Source: an optimization exercise on an open RTL-to-GDS flow (aim: small area and a short achievable clock period). Production flows keep margins and buffers that such runs may drop. Function was checked by simulation only, so behaviour that the tests miss may differ from the original. The clock port is modelled as an ideal driver; clocking choices that lean on that would not hold on a real chip.

// rotational_cordic
module rotational_cordic (
  output logic data_out_rot,
  output logic [15:0] xprime,
  output logic [15:0] yprime,
  input logic [15:0] x,
  input logic [15:0] y,
  input logic [15:0] theta,
  input logic clk, reset, start
);
For scale: ~4800 cells after synthesis, ~840 flip-flops, ~84 I/O pins, roughly 48000 um^2 of cells after synthesis.
Settings: LEC_CHECK=0, CAP_MARGIN=20, CORE_MARGIN=2, CORE_UTILIZATION=65, CTS_CLUSTER_DIAMETER=60, CTS_CLUSTER_SIZE=25, SLEW_MARGIN=20; clock period 13.0 ns.
standard.sh (not shown) runs the stock make flow with config.mk's settings and CLKGATE_MAP_FILE= SYNTH_SCRIPT=/design/flow/synth_recipe.tcl, a recipe that flattens the netlist after the stock synthesis.
==> flow/flow/run.sh <==
#!/bin/bash
set -euo pipefail
export BUFFER_PORTS_ARGS="-buffer_cell sky130_fd_sc_hd__buf_2"
export SETUP_SLACK_MARGIN=9.4
export POST_CTS_TCL="$PWD/flow/recover.tcl"
bash standard.sh finish > standard.log 2>&1
==> flow/flow/recover.tcl <==
# Downsize cells that have timing slack beyond the setup margin (area/power recovery).
log_cmd estimate_parasitics -placement
log_cmd repair_timing -recover_power 100 -setup_margin $::env(SETUP_SLACK_MARGIN)
set result [catch { detailed_placement } msg]
if { $result != 0 } { error "Detailed placement failed after power recovery: $msg" }
check_placement -verbose
Change:
==> flow/flow/run.sh (replaced) <==
#!/bin/bash
set -euo pipefail
export BUFFER_PORTS_ARGS="-buffer_cell sky130_fd_sc_hd__buf_2"
export SETUP_SLACK_MARGIN=9.4
bash standard.sh finish > standard.log 2>&1
--- a/flow/config.mk
+++ b/flow/config.mk
@@ -9,3 +9,3 @@
 export CORE_MARGIN = 2
-export CORE_UTILIZATION = 65
+export CORE_UTILIZATION = 72
 export CTS_CLUSTER_DIAMETER = 60
removed: flow/flow/recover.tcl
=> The changed run completed with no timing, DRC or antenna violations. Synthesized area does not change. Clock-buffer cell count fell by 17. Worst setup slack got worse by 0.031 ns. Wire length rose slightly.
Change:
--- a/flow/config.mk
+++ b/flow/config.mk
@@ -9,3 +9,3 @@
 export CORE_MARGIN = 2
-export CORE_UTILIZATION = 72
+export CORE_UTILIZATION = 65
 export CTS_CLUSTER_DIAMETER = 60
Worst setup slack is better by 0.024 ns.
Via count fell slightly.
Non-clock buffer count rises by 4.
Worst hold slack gets worse by 0.015 ns.
Global-route usage came out lower by 2.7 points.
Area after synthesis stays the same.
Core utilization came out lower by 7.2 points.
Routed wire length fell slightly.
First-iteration DRC count is lower by roughly a tenth.

* * *

Another version of the RTL of rotational_cordic (not shown whole).
For scale: ~4400 cells after synthesis, ~840 flip-flops, ~45000 um2 of cells after synthesis.
==> flow/config.mk <==
export PLATFORM = sky130hd
export DESIGN_NAME = rotational_cordic
export DESIGN_NICKNAME = rotational_cordic
export VERILOG_FILES = /design/flow/design.v
export SDC_FILE = /design/flow/constraint.sdc
export NUM_CORES = 4
export LEC_CHECK = 0
export CAP_MARGIN = 20
export CORE_MARGIN = 2
export CORE_UTILIZATION = 75
export CTS_CLUSTER_DIAMETER = 120
export CTS_CLUSTER_SIZE = 28
export SLEW_MARGIN = 20
==> flow/constraint.sdc <==
create_clock -name core_clock -period 13.0 [get_ports {clk}]
set_input_delay 2.6000 -clock core_clock [delete_from_list [all_inputs] [get_ports {clk}]]
set_output_delay 2.6000 -clock core_clock [all_outputs]
set_load 0.01 [all_outputs]
==> flow/flow/run.sh <==
#!/bin/bash
set -euo pipefail
export BUFFER_PORTS_ARGS="-buffer_cell sky130_fd_sc_hd__buf_2"
export SETUP_SLACK_MARGIN=9.4
bash standard.sh finish > standard.log 2>&1
The starting point ran to the end with no violations.
Edit:
Settings changed: CTS_CLUSTER_DIAMETER 120 to 60, CTS_CLUSTER_SIZE 28 to 25.
=> Worst setup slack got worse by 0.050 ns. Routed wire length goes up by 2.9%. Synthesized area is unchanged. Sequential share of layout area went down by 0.73 points. Critical path depth is unchanged. Via count came out higher by 1.4%. Register-to-register slack is about the same. Cell count grows by 1.1%. Fmax shrinks by 1.3%.
Edit:
Settings changed: CORE_UTILIZATION 75 to 65, PLACE_DENSITY set to 0.85.
Outcome:
- The changed run completed without violations
- worst setup slack gains 0.0084 ns
- non-clock buffer count goes down by 6
- utilization falls by 11 points

* * *

== the previous run ==
Another version of the RTL of rotational_cordic (not shown whole).
For scale: ~4,500 cells after synthesis, about 84 I/O pins.
clock: 13.0 ns
lec_check: 0
cap_margin: 20
core_margin: 2
core_utilization: 65
cts_cluster_diameter: 60
cts_cluster_size: 25
slew_margin: 20
Scripts as last shown in full above: flow/flow/run.sh
Input changes introduced in the current run (baseline for comparison: the previous run):
Settings: CTS_CLUSTER_DIAMETER now 100, was 60; CTS_CLUSTER_SIZE now 30, was 25; CORE_UTILIZATION now 75, was 65.
Results
- Re non-clock buffer count: the previous run was lower than the current run.
- Compared with the previous run, the current run ends up with a smaller final cell area.
- Measured against each other, the previous run and the current run differ in clock network area share, the higher figure coming from the previous run.

* * *

rotational_cordic with an RTL version that a note above also has.
Size: roughly 4400 cells after synthesis, roughly 840 flip-flops, ~84 I/O pins, ~45000 um^2 of cells after synthesis.
Settings: LEC_CHECK=0, CAP_MARGIN=20, CORE_MARGIN=2, CORE_UTILIZATION=75, CTS_CLUSTER_DIAMETER=90, CTS_CLUSTER_SIZE=32, SLEW_MARGIN=20; clock period 13.0 ns.
Scripts as last shown in full above: flow/flow/run.sh
The baseline completed with no timing, DRC or antenna violations.
Then changed:
--- a/flow/flow/run.sh
+++ b/flow/flow/run.sh
@@ -4 +3,0 @@
-export SETUP_SLACK_MARGIN=9.4
--- a/flow/config.mk
+++ b/flow/config.mk
@@ -11,2 +11,2 @@
-export CTS_CLUSTER_DIAMETER = 90
-export CTS_CLUSTER_SIZE = 32
+export CTS_CLUSTER_DIAMETER = 120
+export CTS_CLUSTER_SIZE = 28
After rerunning: The changed run finished with timing, DRC and antenna clean; die area does not change; final area decreases by 1.3%; synthesized area does not change; core utilization decreases by 1.1 points.
Then changed:
--- a/flow/flow/run.sh
+++ b/flow/flow/run.sh
@@ -3,0 +4 @@
+export SETUP_SLACK_MARGIN=9.4
--- a/flow/config.mk
+++ b/flow/config.mk
@@ -10,3 +10,3 @@
-export CORE_UTILIZATION = 75
-export CTS_CLUSTER_DIAMETER = 120
-export CTS_CLUSTER_SIZE = 28
+export CORE_UTILIZATION = 65
+export CTS_CLUSTER_DIAMETER = 60
+export CTS_CLUSTER_SIZE = 25
Worst setup slack improves by 0.22 ns.
Area after synthesis does not change.
Final area rose by 4.1%.
Routed wire length climbs by 1.3%.
Utilization drops by 8.2 points.
Then changed:
--- a/flow/config.mk
+++ b/flow/config.mk
@@ -11,2 +11,2 @@
-export CTS_CLUSTER_DIAMETER = 60
-export CTS_CLUSTER_SIZE = 25
+export CTS_CLUSTER_DIAMETER = 50
+export CTS_CLUSTER_SIZE = 20
Result:
- cell area increases slightly
- maximum frequency rose slightly
Then changed:
--- a/flow/config.mk
+++ b/flow/config.mk
@@ -10,3 +10,3 @@
-export CORE_UTILIZATION = 65
-export CTS_CLUSTER_DIAMETER = 50
-export CTS_CLUSTER_SIZE = 20
+export CORE_UTILIZATION = 75
+export CTS_CLUSTER_DIAMETER = 130
+export CTS_CLUSTER_SIZE = 30
What happened: The new run went through all stages and came out clean; setup slack loses 0.040 ns; worst hold slack gains 0.0038 ns; global-route usage went up by 2.6 points; area after synthesis stays the same; design area went down by 5.3%; register-to-register slack loses 0.02 ns; non-clock buffer count went up by 3; synthesized cell count is unchanged.
Then changed:
--- a/flow/config.mk
+++ b/flow/config.mk
@@ -11,2 +11,2 @@
-export CTS_CLUSTER_DIAMETER = 130
-export CTS_CLUSTER_SIZE = 30
+export CTS_CLUSTER_DIAMETER = 80
+export CTS_CLUSTER_SIZE = 35
Effect: Wire length increases by 2.1%; final area came out higher by 1.3%; sequential cell count does not change; hold slack barely changes; synthesized cell count stays the same; die area stays the same; via count goes up by 0.55%; setup slack gets worse by 0.015 ns; register-to-register slack hardly moves.

## what the ideal ports hide
In the flow no input, the clock included, has a driving cell. The finished layouts below were timed again as built, in two steps. Step 1: set_driving_cell puts a clkbuf_16 on clk and a buf_2 on each other input, an assumption about the parent block. Step 2, shift: input delay + t, output delay - t, t = (earliest + latest rising clock arrival at the registers) / 2. This alone moves slack from input paths to output paths. a / b / c = ideal ports / drivers / drivers and shift; a / b = the first two.
| run | shift t [ns] | setup slack, ns | worst setup path after step 2 | clock arrival spread, ns | slew at the worst register clock pin (ns) |
|---|---|---|---|---|---|
| the first run of note 1 | 0.686 | 9.302 / 9.236 / 9.653 | register to register | 0.041 / 0.041 | 0.09 / 0.09 |
| the second run of note 1 | 0.706 | 9.271 / 9.205 / 9.632 | register to register | 0.029 / 0.029 | 0.10 / 0.10 |
| the third run of note 1 | 0.686 | 9.295 / 9.229 / 9.645 | register to register | 0.042 / 0.041 | 0.09 / 0.09 |
| the first run of note 2 | 0.647 | 9.310 / 9.244 / 9.444 | register to register | 0.024 / 0.023 | 0.11 / 0.11 |
| the second run of note 2 | 0.681 | 9.259 / 9.195 / 9.430 | register to register | 0.036 / 0.036 | 0.10 / 0.10 |
| the third run of note 2 | 0.701 | 9.268 / 9.208 / 9.427 | register to register | 0.043 / 0.043 | 0.10 / 0.10 |
| the previous run | 0.699 | 9.262 / 9.195 / 9.578 | register to register | 0.032 / 0.032 | 0.09 / 0.09 |
| the current run | 0.647 | 9.313 / 9.248 / 9.547 | register to register | 0.031 / 0.032 | 0.11 / 0.11 |
| the first run of note 4 | 0.643 | 9.307 / 9.245 / 9.439 | register to register | 0.025 / 0.024 | 0.12 / 0.12 |
| the second run of note 4 | 0.649 | 9.047 / 9.047 / 9.047 | register to register | 0.019 / 0.019 | 0.11 / 0.11 |
| the third run of note 4 | 0.708 | 9.272 / 9.203 / 9.438 | register to register | 0.035 / 0.036 | 0.10 / 0.10 |
| the fourth run of note 4 | 0.694 | 9.302 / 9.236 / 9.469 | register to register | 0.035 / 0.035 | 0.08 / 0.08 |
| the fifth run of note 4 | 0.691 | 9.262 / 9.200 / 9.451 | register to register | 0.019 / 0.018 | 0.12 / 0.12 |
| the sixth run of note 4 | 0.659 | 9.247 / 9.184 / 9.456 | register to register | 0.029 / 0.029 | 0.12 / 0.12 |
After both steps setup and hold are still met in every run listed.
